From an optimization exercise on the open Yosys and OpenROAD flow, aimed at small area; shortcuts taken in it are not production practice.
Only simulation tests tie the RTL to the original design; equivalence was not proved.
No run shown here takes its clock network from TritonCTS; it comes from the design's own scripts or RTL.
The clock input has no modelled driver; a real chip could not lean on it and would need a root buffer or a full tree.
Power is estimated from default activity; no workload was simulated.

--- flow/flow/abc_try_7.script ---
strash
&get -n
&deepsyn -T 20 -S 11
&put
balance; rewrite; refactor; balance; rewrite; rewrite -z; balance; refactor -z; rewrite -z; balance
dch -f
amap -F 100 -A 100
--- flow/flow/run.sh ---
#!/bin/bash
# Own layout flow: the standard flow, with an area-oriented synthesis
# (several ABC area scripts, the smallest result kept, no half-adder
# extraction), the smallest buffer on every port and a small hand-built
# clock tree. Each tool's output goes to a log file here.
set -uo pipefail
R=orfs/results/$FLOW_PLATFORM/alarm_clock_pv/base

bash standard.sh synth > log_1_standard_synth.log 2>&1 || exit 1
cp $R/1_2_yosys.v std_1_2_yosys.v

# 2. own synthesis: ORFS's yosys script with the ABC step replaced and no adder mapping
rm -rf myscripts; cp -r $FLOW_HOME/scripts myscripts
sed -i "s|^\(\s*\)log_cmd abc {\*}\$abc_args|\1source $PWD/flow/multi_abc.tcl|" myscripts/synth.tcl
grep -n multi_abc myscripts/synth.tcl > log_2_synth_patch.log
mkdir -p std_results; cp $R/1_* std_results/
rm -f $R/1_*
if MULTI_ABC_DIR=$PWD/flow bash standard.sh ADDER_MAP_FILE= SCRIPTS_DIR=$PWD/myscripts synth > log_2_own_synth.log 2>&1 \
   && python3 flow/cmpff.py std_1_2_yosys.v $R/1_2_yosys.v > log_2_cmpff.log 2>&1; then
  echo "own synthesis used" >> log_2_cmpff.log
else
  echo "own synthesis rejected, using the standard one" >> log_2_cmpff.log
  rm -f $R/1_*; cp std_results/1_* $R/
fi

# 3. layout; clock_tree_synthesis replaced by manual_cts, high-fanout drivers
#    upsized after port buffering
CTS_K=4; CTS_CELL=sky130_fd_sc_hd__clkbuf_8
[ -f flow/cts.conf ] && . flow/cts.conf
sed -i "s|^log_cmd clock_tree_synthesis.*|source $PWD/flow/manual_cts.tcl\nmanual_cts CLK $CTS_K $CTS_CELL\nset_propagated_clock [all_clocks]|" myscripts/cts.tcl
grep -n manual_cts myscripts/cts.tcl > log_3_cts_patch.log
sed -i "s|^\(\s*\)buffer_ports {\*}\[env_var_or_empty BUFFER_PORTS_ARGS\]|&\n\1source $PWD/flow/upsize.tcl|" myscripts/global_place.tcl
grep -n -A1 'buffer_ports {' myscripts/global_place.tcl >> log_3_cts_patch.log
bash standard.sh SCRIPTS_DIR=$PWD/myscripts \
  BUFFER_PORTS_ARGS="-buffer_cell sky130_fd_sc_hd__buf_1" \
  finish > log_3_layout.log 2>&1
--- flow/flow/abc_try_6.script ---
strash
dc2
dc2
dc2
dch -f
amap -F 100 -A 100
--- flow/flow/abc_try_4.script ---
strash
&get -n
&deepsyn -T 20
&put
balance; rewrite; refactor; balance; rewrite; rewrite -z; balance; refactor -z; rewrite -z; balance
dch -f
amap -F 100 -A 100
--- flow/flow/abc_try_5.script ---
strash
balance; rewrite; refactor; balance; rewrite; rewrite -z; balance; refactor -z; rewrite -z; balance
if -K 4 -a
mfs2
strash
dch -f
amap
--- flow/config.mk ---
export PLATFORM = sky130hd
export DESIGN_NAME = alarm_clock_pv
export DESIGN_NICKNAME = alarm_clock_pv
export VERILOG_FILES = /design/flow/design.v
export SDC_FILE = /design/flow/constraint.sdc
export NUM_CORES = 4
export LEC_CHECK = 0
export CAP_MARGIN = 20
export CORE_MARGIN = 2
export CORE_UTILIZATION = 70
export PLACE_DENSITY = 0.8
export SLEW_MARGIN = 20
--- flow/constraint.sdc ---
create_clock -name core_clock -period 50.0 [get_ports {CLK}]
set_input_delay 10.0000 -clock core_clock [delete_from_list [all_inputs] [get_ports {CLK}]]
set_output_delay 10.0000 -clock core_clock [all_outputs]
set_load 0.01 [all_outputs]
--- flow/flow/upsize.tcl ---
# Give the drivers of high-fanout nets (the reset inverter, busy input
# buffers) a stronger cell of the same or nearly the same area, so that
# placement does not add buffers to repair their load capacitance.
proc upsize_high_fanout {min_fanout} {
  set swap {
    sky130_fd_sc_hd__clkinv_1 sky130_fd_sc_hd__inv_2
    sky130_fd_sc_hd__inv_1    sky130_fd_sc_hd__inv_2
    sky130_fd_sc_hd__buf_1    sky130_fd_sc_hd__buf_2
    sky130_fd_sc_hd__clkbuf_1 sky130_fd_sc_hd__buf_2
  }
  foreach inst [get_cells *] {
    set m [get_property $inst ref_name]
    if {![dict exists $swap $m]} continue
    foreach pin [get_pins -of_objects $inst -filter "direction==output"] {
      set net [get_nets -of_objects $pin]
      if {$net == ""} continue
      set fo [llength [get_pins -of_objects $net -filter "direction==input"]]
      if {$fo >= $min_fanout} {
        puts "upsize_high_fanout: [get_property $inst full_name] $m -> [dict get $swap $m] (fanout $fo)"
        replace_cell $inst [dict get $swap $m]
      }
    }
  }
}
upsize_high_fanout 12
--- flow/flow/abc_try_2.script ---
strash
balance; rewrite; refactor; balance; rewrite; rewrite -z; balance; refactor -z; rewrite -z; balance
dch -f
amap -F 100 -A 100
--- flow/flow/cmpff.py ---
# Compare the flip-flops of two synthesized netlists: same instance names, same cell
# types up to drive strength. Exit 1 if they differ.
import re, sys
def ffs(path):
    src = open(path).read()
    out = {}
    for typ, name in re.findall(r'^\s*(sky130_fd_sc_hd__\w+)\s+(\\?\S+)\s*\(', src, re.M):
        base = re.sub(r'_\d+$', '', typ)
        if re.search(r'__(df|sdf|edf|dl|sedf)', typ):
            out[name] = base
    return out
a, b = ffs(sys.argv[1]), ffs(sys.argv[2])
if a != b or not a:
    print('flip-flops differ:', len(a), len(b), sorted(set(a.items()) ^ set(b.items()))[:10])
    sys.exit(1)
print('flip-flops match:', len(a))
--- flow/flow/abc_try_3.script ---
strash
&get -n
&deepsyn -T 20
&put
dch -f
amap
--- flow/flow/manual_cts.tcl ---
# Clock buffering in place of clock_tree_synthesis: the flip-flops are split
# into k groups of equal size by recursive bisection of their locations, and
# each group gets one clock buffer at its centroid, driven by the clock port.
proc mcts_split {pts k} {
  if {$k <= 1} { return [list $pts] }
  set xs {}; set ys {}
  foreach q $pts { lappend xs [lindex $q 1]; lappend ys [lindex $q 2] }
  set dx [expr {[tcl::mathfunc::max {*}$xs] - [tcl::mathfunc::min {*}$xs]}]
  set dy [expr {[tcl::mathfunc::max {*}$ys] - [tcl::mathfunc::min {*}$ys]}]
  set idx [expr {$dx >= $dy ? 1 : 2}]
  set s [lsort -real -index $idx $pts]
  set k1 [expr {$k / 2}]
  set n1 [expr {int(round([llength $s] * double($k1) / $k))}]
  return [concat [mcts_split [lrange $s 0 [expr {$n1 - 1}]] $k1] \
                 [mcts_split [lrange $s $n1 end] [expr {$k - $k1}]]]
}
proc manual_cts {clk k cell} {
  set pts {}
  foreach p [get_pins -of_objects [get_nets $clk]] {
    if {[get_property $p direction] != "input"} continue
    set b [[sta::sta_to_db_inst [get_cells -of_objects $p]] getBBox]
    lappend pts [list $p [expr {([$b xMin] + [$b xMax]) / 2000.0}] [expr {([$b yMin] + [$b yMax]) / 2000.0}]]
  }
  set j 0
  foreach grp [mcts_split $pts $k] {
    set lp {}; set sx 0; set sy 0
    foreach q $grp { lappend lp [lindex $q 0]; set sx [expr {$sx + [lindex $q 1]}]; set sy [expr {$sy + [lindex $q 2]}] }
    set n [llength $grp]
    set loc [list [expr {$sx / $n}] [expr {$sy / $n}]]
    puts "manual_cts: group $j, $n sinks, buffer at $loc"
    insert_buffer -buffer_cell $cell -load_pins $lp -location $loc -buffer_name clkbuf_m_$j -net_name clknet_m_$j
    incr j
  }
}
--- flow/flow/multi_abc.tcl ---
# Run ABC with each abc_try_*.script in flow/ on the same design and keep the
# mapping with the smallest cell area (replaces the single abc call in synth.tcl).
design -save pre_multi_abc
set best_area 1e30
set best_script ""
foreach s [lsort [glob $::env(MULTI_ABC_DIR)/abc_try_*.script]] {
  design -load pre_multi_abc
  abc {*}[lreplace $abc_args 1 1 $s]
  set st [tee -q -s result.string stat {*}$lib_args]
  if {[regexp {Chip area for module[^:]*:\s+([0-9.eE+]+)} $st -> area]} {
    puts "multi_abc: $s area $area"
    if {$area < $best_area} {
      set best_area $area; set best_script $s
      design -save best_multi_abc
    }
  }
}
design -load best_multi_abc
puts "multi_abc: using $best_script area $best_area"
--- flow/flow/cts.conf ---
CTS_K=4; CTS_CELL=sky130_fd_sc_hd__buf_4
--- flow/flow/abc_try_8.script ---
strash
&get -n
&deepsyn -T 30 -S 23
&put
dch -f
amap
--- flow/standard.sh ---
#!/bin/bash
# synth_recipe.tcl (not shown) runs the flow's synth.tcl, then flattens the netlist and writes it again
# the make line also repeats each setting of config.mk as NAME=value (left out here)
make -C /OpenROAD-flow-scripts/flow DESIGN_CONFIG=/design/flow/config.mk WORK_HOME=/design/flow/orfs CLKGATE_MAP_FILE= SYNTH_SCRIPT=/design/flow/synth_recipe.tcl "${@:-finish}"
--- flow/design.v ---
module alarm_clock_pv (input CLK,SW5,SW4,SW3,SW2,SW1,SW0,KEY1,KEY0,
output logic [6:0] SEC_LSB,SEC_MSB,MIN_LSB,MIN_MSB,HR_LSB,HR_MSB,
output logic LED7,LED5,LED4,LED3,LED2,LED1,LED0);
function automatic [3:0] nx13(input [3:0] q);
  nx13 = {((q[2])), ((q[1])), ((q[0])), ~((q[3] & ~q[0]) | (~q[3] & q[0]) | (~q[2] & q[1] & ~q[0]))};
endfunction
function automatic last13(input [3:0] q);
  last13 = ((q[3] & ~q[2] & ~q[0]));
endfunction
function automatic [2:0] nx7(input [2:0] q);
  nx7 = {((q[1])), ((q[0])), ((~q[2] & ~q[0]) | (q[2] & q[0]))};
endfunction
function automatic last7(input [2:0] q);
  last7 = ((q[2] & ~q[1] & ~q[0]));
endfunction
function automatic [3:0] nxo(input [3:0] q);
  nxo = {((q[2])), ((q[1])), ((q[0])), ((~q[3] & q[2]) | (~q[3] & ~q[0]) | (~q[2] & q[1]))};
endfunction
function automatic is9(input [3:0] q);
  is9 = ((q[3] & ~q[2] & ~q[0]));
endfunction
function automatic is3(input [3:0] q);
  is3 = ((~q[3] & q[2] & ~q[1]));
endfunction
function automatic is0o(input [3:0] q);
  is0o = ((~q[3] & ~q[1] & ~q[0]));
endfunction
function automatic [2:0] nxj(input [2:0] q);
  nxj = {((q[1])), ((q[0])), ((~q[2]))};
endfunction
function automatic is5(input [2:0] q);
  is5 = ((q[2] & ~q[1]));
endfunction
function automatic is0j(input [2:0] q);
  is0j = ((~q[2] & ~q[0]));
endfunction
function automatic [1:0] nxh(input [1:0] q);
  nxh = {((~q[1] & q[0])), ((~q[1]))};
endfunction
function automatic is2(input [1:0] q);
  is2 = ((q[1]));
endfunction
function automatic is0h(input [1:0] q);
  is0h = ((~q[0]));
endfunction
function automatic [6:0] sego(input [3:0] q);
  sego = {((~q[3] & ~q[2] & ~q[1]) | (q[3] & q[1] & ~q[0])), ((~q[1] & q[0]) | (q[1] & ~q[0])), ((~q[3] & q[0]) | (q[3] & ~q[2]) | (q[2] & q[1] & ~q[0])), ((~q[2] & q[0]) | (q[2] & q[1] & ~q[0])), ((~q[3] & q[1] & ~q[0])), ((q[2] & q[1] & q[0])), ((~q[2] & q[0]))};
endfunction
function automatic [6:0] segj(input [2:0] q);
  segj = {((~q[2] & ~q[1])), ((q[0])), ((q[2]) | (~q[1] & q[0])), ((~q[1] & q[0]) | (q[1] & ~q[0])), ((~q[2] & q[1])), ((q[2] & ~q[1])), ((~q[1] & q[0]) | (q[1] & ~q[0]))};
endfunction
function automatic [6:0] segh(input [1:0] q);
  segh = {((~q[1])), ((q[0])), ((~q[1] & q[0])), ((~q[1] & q[0])), ((q[1])), (1'b0), ((~q[1] & q[0]))};
endfunction
function automatic [1:0] nx4(input [1:0] q);
  nx4 = {((q[0])), ((~q[1]))};
endfunction
function automatic last4(input [1:0] q);
  last4 = ((q[1] & ~q[0]));
endfunction
function automatic [3:0] nx15(input [3:0] q);
  nx15 = {((q[2])), ((q[1])), ((q[0])), ((~q[3] & ~q[0]) | (q[3] & q[0]))};
endfunction
function automatic last15(input [3:0] q);
  last15 = ((q[3] & ~q[2] & ~q[1] & ~q[0]));
endfunction
function automatic [4:0] nxhr(input [4:0] q);
  nxhr = {~((~q[4] & q[2]) | (~q[4] & ~q[3]) | (~q[4] & q[0]) | (q[3] & q[2] & ~q[1] & q[0])), ~((~q[2]) | (q[3] & ~q[1] & q[0])), ((q[1]) | (q[4] & q[3] & ~q[2])), ~((~q[0]) | (q[3] & q[2] & ~q[1])), ((~q[3] & q[2]) | (~q[3] & ~q[0]) | (~q[2] & q[1]))};
endfunction
function automatic is0hr(input [4:0] q);
  is0hr = ((~q[4] & ~q[3] & ~q[1] & ~q[0]));
endfunction
function automatic [6:0] seghro(input [3:0] q);
  seghro = {((~q[2] & ~q[1] & q[0]) | (~q[3] & ~q[1] & ~q[0]) | (q[3] & q[1] & ~q[0])), ((~q[1] & q[0]) | (q[1] & ~q[0])), ~((~q[3] & ~q[0]) | (q[2] & ~q[1] & ~q[0]) | (q[3] & q[2] & q[1] & q[0])), ((~q[2] & q[0]) | (q[3] & q[1] & ~q[0])), ((~q[3] & q[1] & ~q[0])), ((q[2] & q[1] & q[0])), ((~q[2] & q[0]))};
endfunction
function automatic [6:0] seghrt(input [4:0] q);
  seghrt = {~((~q[3] & q[2] & ~q[0]) | (q[3] & ~q[1] & q[0])), ((q[4])), ~((~q[4]) | (~q[3] & q[2] & ~q[0]) | (q[3] & ~q[1] & q[0])), ~((~q[4]) | (~q[3] & q[2] & ~q[0]) | (q[3] & ~q[1] & q[0])), ((~q[3] & q[2] & ~q[0]) | (q[3] & ~q[1] & q[0])), (1'b0), ~((~q[4]) | (~q[3] & q[2] & ~q[0]) | (q[3] & ~q[1] & q[0]))};
endfunction
logic p; logic [3:0] m13; logic [2:0] m7;
always_ff @(posedge CLK or posedge SW0)
  if (SW0) begin p <= 1'b0; m13 <= 4'd0; m7 <= 3'd0; end
  else begin p <= ~p; m13 <= nx13(m13); m7 <= nx7(m7); end
wire tick1 = ~p & last13(m13);
wire tick2 = ~p & last7(m7);
wire tick = (SW1 | SW2) ? tick2 : tick1;
wire minset_in = ~SW3 & ~KEY1;
wire hrset_in  = SW3 & ~KEY1;
logic [3:0] tso, tmo; logic [2:0] tst, tmt; logic [4:0] th;
wire t_minset = SW1 & minset_in;
wire t_hrset  = SW1 & hrset_in;
wire ts_step = tick & SW4;
wire ts_wrap = ts_step & is9(tso) & is5(tst);
wire tm_step = (t_minset ? tick : ts_wrap) & (SW4 | t_minset);
wire tm_wrap = tm_step & is9(tmo) & is5(tmt);
wire th_step = (t_hrset ? tick : tm_wrap) & (SW4 | t_hrset);
always_ff @(posedge CLK or posedge SW0)
  if (SW0) begin tso <= 4'd0; tst <= 3'd0; tmo <= 4'd0; tmt <= 3'd0; th <= 5'd0; end
  else begin
    if (ts_step) begin tso <= nxo(tso); if (is9(tso)) tst <= nxj(tst); end
    if (tm_step) begin tmo <= nxo(tmo); if (is9(tmo)) tmt <= nxj(tmt); end
    if (th_step) th <= nxhr(th);
  end
logic [1:0] as4; logic [3:0] as15;
logic [3:0] amo; logic [2:0] amt; logic [4:0] ah;
wire a_run = ~KEY1;
wire a_minset = SW2 & minset_in;
wire a_hrset  = SW2 & hrset_in;
wire as_step = tick & a_run;
wire as_wrap = as_step & last4(as4) & last15(as15);
wire am_step = (a_minset ? tick : as_wrap) & a_run;
wire am_wrap = am_step & is9(amo) & is5(amt);
wire ah_step = (a_hrset ? tick : am_wrap) & a_run;
always_ff @(posedge CLK or posedge SW0)
  if (SW0) begin as4 <= 2'd0; as15 <= 4'd0; amo <= 4'd0; amt <= 3'd0; ah <= 5'd0; end
  else if (~KEY0) begin as4 <= 2'd0; as15 <= 4'd0; amo <= 4'd0; amt <= 3'd0; ah <= 5'd0; end
  else begin
    if (as_step) begin as4 <= nx4(as4); as15 <= nx15(as15); end
    if (am_step) begin amo <= nxo(amo); if (is9(amo)) amt <= nxj(amt); end
    if (ah_step) ah <= nxhr(ah);
  end
wire alrm = SW4 & SW5 & KEY0 & (ah == th) & (amo == tmo) & (amt == tmt)
            & ~is0hr(th) & ~(is0o(tmo) & is0j(tmt));
logic f;
always_ff @(posedge CLK or posedge SW0)
  if (SW0) begin f <= 1'b0; LED7 <= 1'b0; end
  else if (tick2) begin
    if (alrm) f <= ~f;
    LED7 <= alrm & f;
  end
assign SEC_LSB = SW2 ? 7'b1000000 : sego(tso);
assign SEC_MSB = SW2 ? 7'b1000000 : segj(tst);
assign MIN_LSB = sego(SW2 ? amo : tmo);
assign MIN_MSB = segj(SW2 ? amt : tmt);
wire [4:0] dh = SW2 ? ah : th;
assign HR_LSB = seghro(dh[3:0]);
assign HR_MSB = seghrt(dh);
always_comb begin
  LED0 = 0; LED1 = 0; LED2 = 0; LED3 = 0; LED4 = 0; LED5 = 0;
  if (SW5) LED5 = 1;
  if (SW4) LED4 = 1;
  if (SW3) LED3 = 1;
  if (SW2) LED2 = 1;
  if (SW1) LED1 = 1;
  if (SW0) LED0 = 1;
end
endmodule
--- flow/flow/abc_try_1.script ---
strash
balance; rewrite; refactor; balance; rewrite; rewrite -z; balance; refactor -z; rewrite -z; balance
dch -f
amap
==> results of run 1 <==
## where the power goes
| group | leakage, nW | internal [W] | total, W | switching (W) |
|---|---|---|---|---|
| combinational | 0.399 | 0.00000797 | 0.0000244 | 0.0000164 |
| sequential | 0.568 | 0.0000411 | 0.0000445 | 0.00000338 |
| clock | 0.0192 | 0.00000423 | 0.0000135 | 0.00000923 |
| total | 0.987 | 0.0000533 | 0.0000823 | 0.0000290 |
## stage by stage
step,worst slack (ns),total power [W]
global route,27.98,0.00008702
CTS,28.20,0.00008227
detailed placement,28.21,0.00006936
floorplan,28.29,0.00006222
finish,28.17,0.00008229
global placement,28.26,0.00006867
## worst max-delay path, delay by kind of cell
kind	cells	cell delay [ns]
AND/OR/NAND/NOR	1	0.13
buffers and inverters	4	0.95
AO/OA/AOI/OAI	2	0.75
## logic make-up (layout without fill, tap and decap cells)
| group | Yosys count | count (layout) | synth area share (%) |
|---|---|---|---|
| flops | 47 | 47 | 47.50 |
| simple gates | 65 | 65 | 12.13 |
| compound gates | 107 | 107 | 27.79 |
| other cells | 1 | 1 | 0.1514 |
| buf+inv | 71 | 120 | 12.43 |
## worst max-delay path by stage
| stage | startpoint | end | slack (ns) | depth (start not counted) |
|---|---|---|---|---|
| 4_1_cts | SW2 | HR_MSB[4] | 28.20 | 7 |
| 2_1_floorplan | SW2 | HR_MSB[3] | 28.29 | 6 |
| 6_report | SW2 | HR_MSB[4] | 28.17 | 7 |
| 3_3_place_gp | SW2 | HR_MSB[3] | 28.26 | 7 |
| 3_5_place_dp | SW2 | HR_MSB[4] | 28.21 | 7 |
| 5_1_grt | SW2 | HR_MSB[4] | 27.98 | 7 |
## layout by cell type (no fill, tap or decap), drive strengths merged, types with 5 or more instances in the layout
| cell | count |
|---|---|
| buf | 60 |
| clkinv | 58 |
| o22ai | 52 |
| dfrtp | 47 |
| nor2 | 23 |
| o21ai | 16 |
| nand2 | 15 |
| a21oi | 11 |
| nor3 | 7 |
| nand3 | 5 |
| nor4 | 5 |
## sequential cells by signal (all words and copies together) (netlist names), 4 cells and up
name  count
tmo       4
th        5
as15      4
amo       4
m13       4
ah        5
tso       4
## final cells by class, without the clock buffers
cell class / count / share of cell area [%]
flip-flops and latches: 47 / 43.68
inverters: 60 / 8.364
well taps: 46 / 2.138
multi-input cells: 173 / 36.85
repair buffers: 56 / 7.853
## layer usage
metal / vias to the layer above / wire length [um] / share of wire, % / track usage, %
li1: 1166 / - / - / -
met1: 1132 / 2374 / 42 / 39.83
met2: 100 / 2824 / 50 / 51.97
met3: 8 / 386 / 6.8 / 1.250
met4: 0 / 80 / 1.4 / 4.076
met5: - / 0 / 0 / 0
==> flow_results.xml, run 1 <==
<?xml version="1.0" encoding="UTF-8"?>
<metrics>
  <group name="detailed_routing">
    <metric name="drc" unit="">0</metric>
    <metric name="route.detailed.vias_per_inst" unit="">6.233</metric>
    <metric name="drtPass1Iterations" unit="">7</metric>
    <metric name="drt_iter0_markers" unit="">233</metric>
    <metric name="ant_nets" unit="">0</metric>
    <metric name="route.vias.total" unit="">2406</metric>
    <metric name="routed_wire_length_per_instance" unit="um">14.68</metric>
    <metric name="drt_wl_total" unit="um">5666</metric>
  </group>
  <group name="logic_synthesis">
    <metric name="synthFlopType" unit="">sky130_fd_sc_hd__dfrtp_1</metric>
    <metric name="post_synthesis_net_count" unit="">300</metric>
    <metric name="yosys.cell_types.count" unit="">32</metric>
    <metric name="synth-warning-count" unit="">1</metric>
    <metric name="async_reset_ff_share" unit="%">100.0</metric>
    <metric name="post_synthesis_register_bit_count" unit="">47</metric>
    <metric name="synth_top_cells_by_area" unit="">sky130_fd_sc_hd__dfrtp_1 (47%), sky130_fd_sc_hd__o22ai_1 (13%), sky130_fd_sc_hd__clkinv_1 (9.1%)</metric>
    <metric name="synthMostInstantiatedCell" unit="">sky130_fd_sc_hd__clkinv_1</metric>
    <metric name="average_cell_area_after_synthesis" unit="sq um">8.509</metric>
    <metric name="synth.top_cells.by_count" unit="">sky130_fd_sc_hd__clkinv_1 (60), sky130_fd_sc_hd__o22ai_1 (52), sky130_fd_sc_hd__dfrtp_1 (47), sky130_fd_sc_hd__nor2_1 (23), sky130_fd_sc_hd__o21ai_0 (16)</metric>
    <metric name="syn_area" unit="sq um">2476</metric>
    <metric name="synth_largest_area_cell" unit="">sky130_fd_sc_hd__dfrtp_1</metric>
    <metric name="synth-edff-count" unit="">0</metric>
    <metric name="synth.yosys.seq_area_share" unit="%">47.50</metric>
    <metric name="netlist.area_leader.share" unit="%">47.50</metric>
    <metric name="post_synth_inst_count" unit="">291</metric>
  </group>
  <group name="global_routing">
    <metric name="vias_in_the_first_global_route" unit="">2183</metric>
    <metric name="antenna_found_initial" unit="">0</metric>
    <metric name="global_route_overflow" unit="">0</metric>
    <metric name="maximum_number_of_pins_on_one_net_before_global_route_repair" unit="">48</metric>
    <metric name="global_route_wire_length_before_repair" unit="um">9563</metric>
    <metric name="gr-usage-all-layers" unit="%">28.85</metric>
  </group>
  <group name="setup_path">
    <metric name="r2r.worst_path.cells" unit="">16</metric>
    <metric name="worst-endpoint-required" unit="ns">40.00</metric>
    <metric name="crit_path_arrival_time" unit="ns">11.83</metric>
    <metric name="worst_setup_path_start_kind" unit="">input port</metric>
    <metric name="worstSetupEndpointType" unit="">output port</metric>
    <metric name="path_class" unit="">input port to output port</metric>
    <metric name="cp_cell_sequence" unit="">buf_2 -&gt; inv_2 -&gt; o22ai_1 -&gt; clkinv_1 -&gt; o32ai_1 -&gt; nor2b_1 -&gt; buf_1</metric>
    <metric name="worst_r2r_endpoint" unit="">th[4]</metric>
    <metric name="timing.rr.start" unit="">m7[2]</metric>
    <metric name="critical_path.max_fanout" unit="">23</metric>
    <metric name="critical_path.max_stage_delay" unit="ns">0.45</metric>
    <metric name="r2r_slack" unit="ns">44.95</metric>
    <metric name="cpMaxStageDelayCell" unit="">sky130_fd_sc_hd__o32ai_1</metric>
  </group>
  <group name="clocking">
    <metric name="cts-resized-gates" unit="">0</metric>
    <metric name="holdBufCountCts" unit="">0</metric>
    <metric name="worst_skew_pair_latency" unit="ns">0.15</metric>
    <metric name="path_clk_slew" unit="ns">0.11</metric>
    <metric name="post_cts.repair.setup_buffers" unit="">0</metric>
  </group>
  <group name="timing">
    <metric name="final_max_slew_viol_count" unit="">0</metric>
    <metric name="final.period_utilization" unit="%">43.65</metric>
    <metric name="final.min_clock_period" unit="ns">21.83</metric>
    <metric name="worst_clock_skew" unit="ns">0.01006</metric>
    <metric name="worst_slew_margin_rel" unit="%">35.40</metric>
    <metric name="timing_worst_slew_pin_value" unit="ns">0.9676</metric>
    <metric name="worst_hold_slack" unit="ns">0.3835</metric>
    <metric name="timing.final.setup_violations" unit="">0</metric>
    <metric name="unrepaired_setup_endpoints_after_global_routing" unit="">no</metric>
    <metric name="fin_tns_setup" unit="ns">0</metric>
    <metric name="hold_viol" unit="">0</metric>
    <metric name="maxClockFrequency" unit="MHz">45.82</metric>
  </group>
  <group name="placed_design">
    <metric name="dp_cells" unit="">382</metric>
    <metric name="gpl.final_weighted_congestion" unit="">0.8951</metric>
    <metric name="count_of_buffers_inserted_at_the_top_level_ports" unit="">56</metric>
    <metric name="dpl.hpwl" unit="um">4312</metric>
    <metric name="place_area" unit="sq um">2663</metric>
  </group>
  <group name="pwr">
    <metric name="pwr_density_cell" unit="nW/um^2">30.56</metric>
    <metric name="static-leakage-power" unit="nW">0.9867</metric>
    <metric name="ir_worst_vdd" unit="mV">0.02249</metric>
  </group>
  <group name="min_path">
    <metric name="hold_start" unit="">m13[1]</metric>
    <metric name="worst_hold_path_type" unit="">flop to flop</metric>
    <metric name="min_delay_path_depth" unit="">0</metric>
    <metric name="endpoint_worst_hold" unit="">m13[2]</metric>
  </group>
  <group name="floorplanning">
    <metric name="rows" unit="">21</metric>
    <metric name="fp.dieW" unit="um">63.48</metric>
    <metric name="die_height" unit="um">63.48</metric>
    <metric name="core_area" unit="sq um">3363</metric>
    <metric name="dieArea" unit="sq um">4029</metric>
    <metric name="initial_utilization" unit="%">73.62</metric>
    <metric name="ioPinCount" unit="">58</metric>
  </group>
  <group name="finish">
    <metric name="num_antenna_cells" unit="">0</metric>
    <metric name="fin_nets" unit="">351</metric>
    <metric name="drive_above_1_share" unit="%">2.059</metric>
    <metric name="final-seq-area" unit="sq um">1176</metric>
    <metric name="area_of_the_multi_input_gates" unit="sq um">992.2</metric>
    <metric name="final_cell_count_no_fill" unit="">386</metric>
    <metric name="final.fill_count" unit="">266</metric>
    <metric name="syn_to_final_growth" unit="%">8.742</metric>
    <metric name="utilization" unit="%">80.06</metric>
    <metric name="final_std_cell_area_no_fill" unit="sq um">2693</metric>
  </group>
  <group name="run_status">
    <metric name="result_of_the_run" unit="">finished clean</metric>
  </group>
  <group name="job">
    <metric name="timing.max_cap.violations" unit="">0</metric>
  </group>
</metrics>
==> run 2, diff against run 1 <==
==> flow/flow/abc_try_m3.script (new file) <==
strash
&get -n
&deepsyn -T 20
&put
balance; rewrite; refactor; balance; rewrite; rewrite -z; balance; refactor -z; rewrite -z; balance
&get -n
&dch -f
&nf -R 1000
&put
topo
strash
balance; rewrite; refactor; balance; rewrite; rewrite -z; balance; refactor -z; rewrite -z; balance
dch -f
amap -F 100 -A 100
==> flow/flow/abc_try_m5.script (new file) <==
strash
&get -n
&deepsyn -T 20
&put
balance; rewrite; refactor; balance; rewrite; rewrite -z; balance; refactor -z; rewrite -z; balance
&get -n
&dch -f
&nf -R 1000
&put
topo
strash
balance; rewrite; refactor; balance; rewrite; rewrite -z; balance; refactor -z; rewrite -z; balance
dch -f
amap -F 100 -A 100
topo
strash
dch -f
amap -F 100 -A 100
==> flow/flow/abc_try_m6.script (new file) <==
strash
&get -n
&deepsyn -T 20
&put
balance; rewrite; refactor; balance; rewrite; rewrite -z; balance; refactor -z; rewrite -z; balance
dch -f
amap -F 100 -A 100
topo
strash
balance; rewrite; refactor; balance; rewrite; rewrite -z; balance; refactor -z; rewrite -z; balance
dch -f
amap -F 100 -A 100
==> flow/flow/abc_try_m7.script (new file) <==
strash
&get -n
&deepsyn -T 20
&put
balance; rewrite; refactor; balance; rewrite; rewrite -z; balance; refactor -z; rewrite -z; balance
&get -n
&dch -f
&nf -R 1000
&put
topo
strash
&get -n
&deepsyn -T 10
&put
dch -f
amap -F 100 -A 100
==> run 2 against run 1 <==
  * Still clean on timing, DRC and antenna
  * Critical path depth is the same
  * Worst setup slack did not move
  * Final cell count unchanged
  * Via count is the same
  * Design area unchanged
  * Sequential share of layout area unchanged
  * First-iteration DRC count did not move
  * Core utilization is the same
  * Hold slack unchanged
  * Power stayed put
  * Die area unchanged
  * Critical path type unchanged
  * Largest power group unchanged
==> flow_results.xml, run 2 <==
<?xml version="1.0" encoding="UTF-8"?>
<metrics>
  <group name="placed_design">
    <metric name="gpl.final_weighted_congestion" unit="">0.8951</metric>
    <metric name="dp_cells" unit="">382</metric>
    <metric name="post-place-ws" unit="ns">28.21</metric>
    <metric name="count_of_buffers_inserted_at_the_top_level_ports" unit="">56</metric>
    <metric name="dpl.hpwl" unit="um">4312</metric>
    <metric name="place_area" unit="sq um">2663</metric>
  </group>
  <group name="clocking">
    <metric name="path_clk_slew" unit="ns">0.11</metric>
    <metric name="holdBufCountCts" unit="">0</metric>
    <metric name="worst_skew_pair_latency" unit="ns">0.15</metric>
    <metric name="cts-resized-gates" unit="">0</metric>
    <metric name="post_cts.repair.setup_buffers" unit="">0</metric>
  </group>
  <group name="finish">
    <metric name="final.fill_count" unit="">266</metric>
    <metric name="area_of_the_multi_input_gates" unit="sq um">992.2</metric>
    <metric name="num_antenna_cells" unit="">0</metric>
    <metric name="syn_to_final_growth" unit="%">8.742</metric>
    <metric name="mostFrequentLayoutCell" unit="">sky130_fd_sc_hd__clkinv_1</metric>
    <metric name="final_cell_count_no_fill" unit="">386</metric>
    <metric name="most-common-layout-cells" unit="">sky130_fd_sc_hd__clkinv_1 (58), sky130_fd_sc_hd__buf_1 (55), sky130_fd_sc_hd__o22ai_1 (52)</metric>
    <metric name="final-seq-area" unit="sq um">1176</metric>
    <metric name="drive_above_1_share" unit="%">2.059</metric>
    <metric name="largestRegisters" unit="">ah x5, th x5</metric>
    <metric name="fin_nets" unit="">351</metric>
    <metric name="final_std_cell_area_no_fill" unit="sq um">2693</metric>
  </group>
  <group name="logic_synthesis">
    <metric name="synth-edff-count" unit="">0</metric>
    <metric name="post_synthesis_net_count" unit="">300</metric>
    <metric name="netlist.area_leader.share" unit="%">47.50</metric>
    <metric name="post_synthesis_register_bit_count" unit="">47</metric>
    <metric name="synth.top_cells.by_count" unit="">sky130_fd_sc_hd__clkinv_1 (60), sky130_fd_sc_hd__o22ai_1 (52), sky130_fd_sc_hd__dfrtp_1 (47), sky130_fd_sc_hd__nor2_1 (23), sky130_fd_sc_hd__o21ai_0 (16)</metric>
    <metric name="synth.yosys.seq_area_share" unit="%">47.50</metric>
    <metric name="synth-warning-count" unit="">1</metric>
    <metric name="yosys.cell_types.count" unit="">32</metric>
    <metric name="synthFlopType" unit="">sky130_fd_sc_hd__dfrtp_1</metric>
    <metric name="post_synth_inst_count" unit="">291</metric>
    <metric name="average_cell_area_after_synthesis" unit="sq um">8.509</metric>
    <metric name="synth_largest_area_cell" unit="">sky130_fd_sc_hd__dfrtp_1</metric>
    <metric name="syn_area" unit="sq um">2476</metric>
    <metric name="synth_top_cells_by_area" unit="">sky130_fd_sc_hd__dfrtp_1 (47%), sky130_fd_sc_hd__o22ai_1 (13%), sky130_fd_sc_hd__clkinv_1 (9.1%)</metric>
    <metric name="synthMostInstantiatedCell" unit="">sky130_fd_sc_hd__clkinv_1</metric>
    <metric name="async_reset_ff_share" unit="%">100.0</metric>
  </group>
  <group name="floorplanning">
    <metric name="dieArea" unit="sq um">4029</metric>
    <metric name="rows" unit="">21</metric>
    <metric name="ioPinCount" unit="">58</metric>
    <metric name="fp.dieW" unit="um">63.48</metric>
    <metric name="core_area" unit="sq um">3363</metric>
    <metric name="initial_utilization" unit="%">73.62</metric>
    <metric name="die_height" unit="um">63.48</metric>
  </group>
  <group name="min_path">
    <metric name="min_delay_path_depth" unit="">0</metric>
    <metric name="worst_hold_path_type" unit="">flop to flop</metric>
    <metric name="endpoint_worst_hold" unit="">m13[2]</metric>
    <metric name="hold_start" unit="">m13[1]</metric>
  </group>
  <group name="timing">
    <metric name="maxClockFrequency" unit="MHz">45.82</metric>
    <metric name="timing_worst_slew_pin_value" unit="ns">0.9676</metric>
    <metric name="unrepaired_setup_endpoints_after_global_routing" unit="">no</metric>
    <metric name="fin_tns_setup" unit="ns">0</metric>
    <metric name="final_max_slew_viol_count" unit="">0</metric>
    <metric name="final.period_utilization" unit="%">43.65</metric>
    <metric name="hold_viol" unit="">0</metric>
    <metric name="final.min_clock_period" unit="ns">21.83</metric>
    <metric name="worst_clock_skew" unit="ns">0.01006</metric>
    <metric name="timing.final.setup_violations" unit="">0</metric>
    <metric name="worst_slew_margin_rel" unit="%">35.40</metric>
    <metric name="layout_setup_ws" unit="ns">28.17</metric>
  </group>
  <group name="global_routing">
    <metric name="vias_in_the_first_global_route" unit="">2183</metric>
    <metric name="global_route_wire_length_before_repair" unit="um">9563</metric>
    <metric name="maximum_number_of_pins_on_one_net_before_global_route_repair" unit="">48</metric>
    <metric name="global_route_overflow" unit="">0</metric>
    <metric name="antenna_found_initial" unit="">0</metric>
    <metric name="gr-usage-all-layers" unit="%">28.85</metric>
  </group>
  <group name="setup_path">
    <metric name="worst_setup_path_start_kind" unit="">input port</metric>
    <metric name="crit_path_arrival_time" unit="ns">11.83</metric>
    <metric name="r2r.worst_path.cells" unit="">16</metric>
    <metric name="timing.rr.start" unit="">m7[2]</metric>
    <metric name="r2r_slack" unit="ns">44.95</metric>
    <metric name="critical_path.max_fanout" unit="">23</metric>
    <metric name="worstSetupEndpointType" unit="">output port</metric>
    <metric name="worst-endpoint-required" unit="ns">40.00</metric>
    <metric name="worst_r2r_endpoint" unit="">th[4]</metric>
    <metric name="path_class" unit="">input port to output port</metric>
  </group>
  <group name="detailed_routing">
    <metric name="drt_iter0_markers" unit="">233</metric>
    <metric name="drtPass1Iterations" unit="">7</metric>
    <metric name="drc" unit="">0</metric>
    <metric name="ant_nets" unit="">0</metric>
    <metric name="drt_wl_total" unit="um">5666</metric>
    <metric name="routed_wire_length_per_instance" unit="um">14.68</metric>
    <metric name="route.vias.total" unit="">2406</metric>
    <metric name="route.detailed.vias_per_inst" unit="">6.233</metric>
  </group>
  <group name="pwr">
    <metric name="pwr_density_cell" unit="nW/um^2">30.56</metric>
    <metric name="static-leakage-power" unit="nW">0.9867</metric>
    <metric name="ir_worst_vdd" unit="mV">0.02249</metric>
    <metric name="total_power" unit="W">0.00008229</metric>
  </group>
  <group name="job">
    <metric name="timing.max_cap.violations" unit="">0</metric>
  </group>
  <group name="run_status">
    <metric name="result_of_the_run" unit="">finished clean</metric>
  </group>
</metrics>
## run 2: layer usage
layer / GRT usage, % / vias up / part of all wire (%)
met5: 0 / - / 0
met4: 4.076 / 0 / 1.4
met3: 1.250 / 8 / 6.8
met2: 51.97 / 100 / 50
met1: 39.83 / 1132 / 42
li1: - / 1166 / -
## run 2: stage by stage
step / hold WS (ns) / util [%]
2_1_floorplan: 0.3539 / -
3_3_place_gp: 0.3589 / 79.17
3_5_place_dp: 0.3588 / 79.17
4_1_cts: 0.3855 / 80.06
5_1_grt: 0.4042 / 80.06
6_report: 0.3835 / 80.06
## run 2: worst max path at each step
stage | start | endpoint | cells past startpoint
2_1_floorplan | SW2 | HR_MSB[3] | 6
5_1_grt | SW2 | HR_MSB[4] | 7
3_5_place_dp | SW2 | HR_MSB[4] | 7
6_report | SW2 | HR_MSB[4] | 7
3_3_place_gp | SW2 | HR_MSB[3] | 7
4_1_cts | SW2 | HR_MSB[4] | 7
## run 2: final cells by class, without the clock buffers
| cell class | instances | area share [%] |
|---|---|---|
| tap | 46 | 2.138 |
| inverter | 60 | 8.364 |
| timing repair buffer | 56 | 7.853 |
| multi-input combinational | 173 | 36.85 |
| sequential | 47 | 43.68 |
## run 2: kinds of logic after synthesis
logic type,share of synthesized area (%)
AND/OR/NAND/NOR,12.13
flip-flops,47.50
buffers and inverters,12.43
other,0.1514
AO/OA/AOI/OAI,27.79
## run 2: worst max-delay path: stages
cell and delay [ns]:
sky130_fd_sc_hd__buf_2 0.35, sky130_fd_sc_hd__inv_2 0.24, sky130_fd_sc_hd__o22ai_1 0.30, sky130_fd_sc_hd__clkinv_1 0.21
sky130_fd_sc_hd__o32ai_1 0.45, sky130_fd_sc_hd__nor2b_1 0.13, sky130_fd_sc_hd__buf_1 0.15
## run 2: where the power goes
part	total, W	switching [W]	internal (W)
registers	0.0000445	0.00000338	0.0000411
logic	0.0000244	0.0000164	0.00000797
clock network	0.0000135	0.00000923	0.00000423
total	0.0000823	0.0000290	0.0000533

## static timing again, ports no longer ideal
How much do the figures lean on ideal ports? The routed layouts below were timed once more, with nothing changed but the port constraints.
Step 1 assumes that a clkbuf_16 drives the clock port and a buf_2 every other input.
Step 2, shift: input delay + t, output delay - t, t = (earliest + latest rising clock arrival at the registers) / 2. This alone moves slack from input paths to output paths.
a / b / c = no drivers / after step 1 / after step 2; a / b = the first two.
run	t (ns)	setup WS [ns]	worst setup path after step 2	clock arrival spread, ns
run 1	0.192	28.174 / 28.151 / 28.151	input to output	0.010 / 0.010
run 2	0.192	28.174 / 28.151 / 28.151	input to output	0.010 / 0.010
After both steps setup and hold are still met in every run listed.
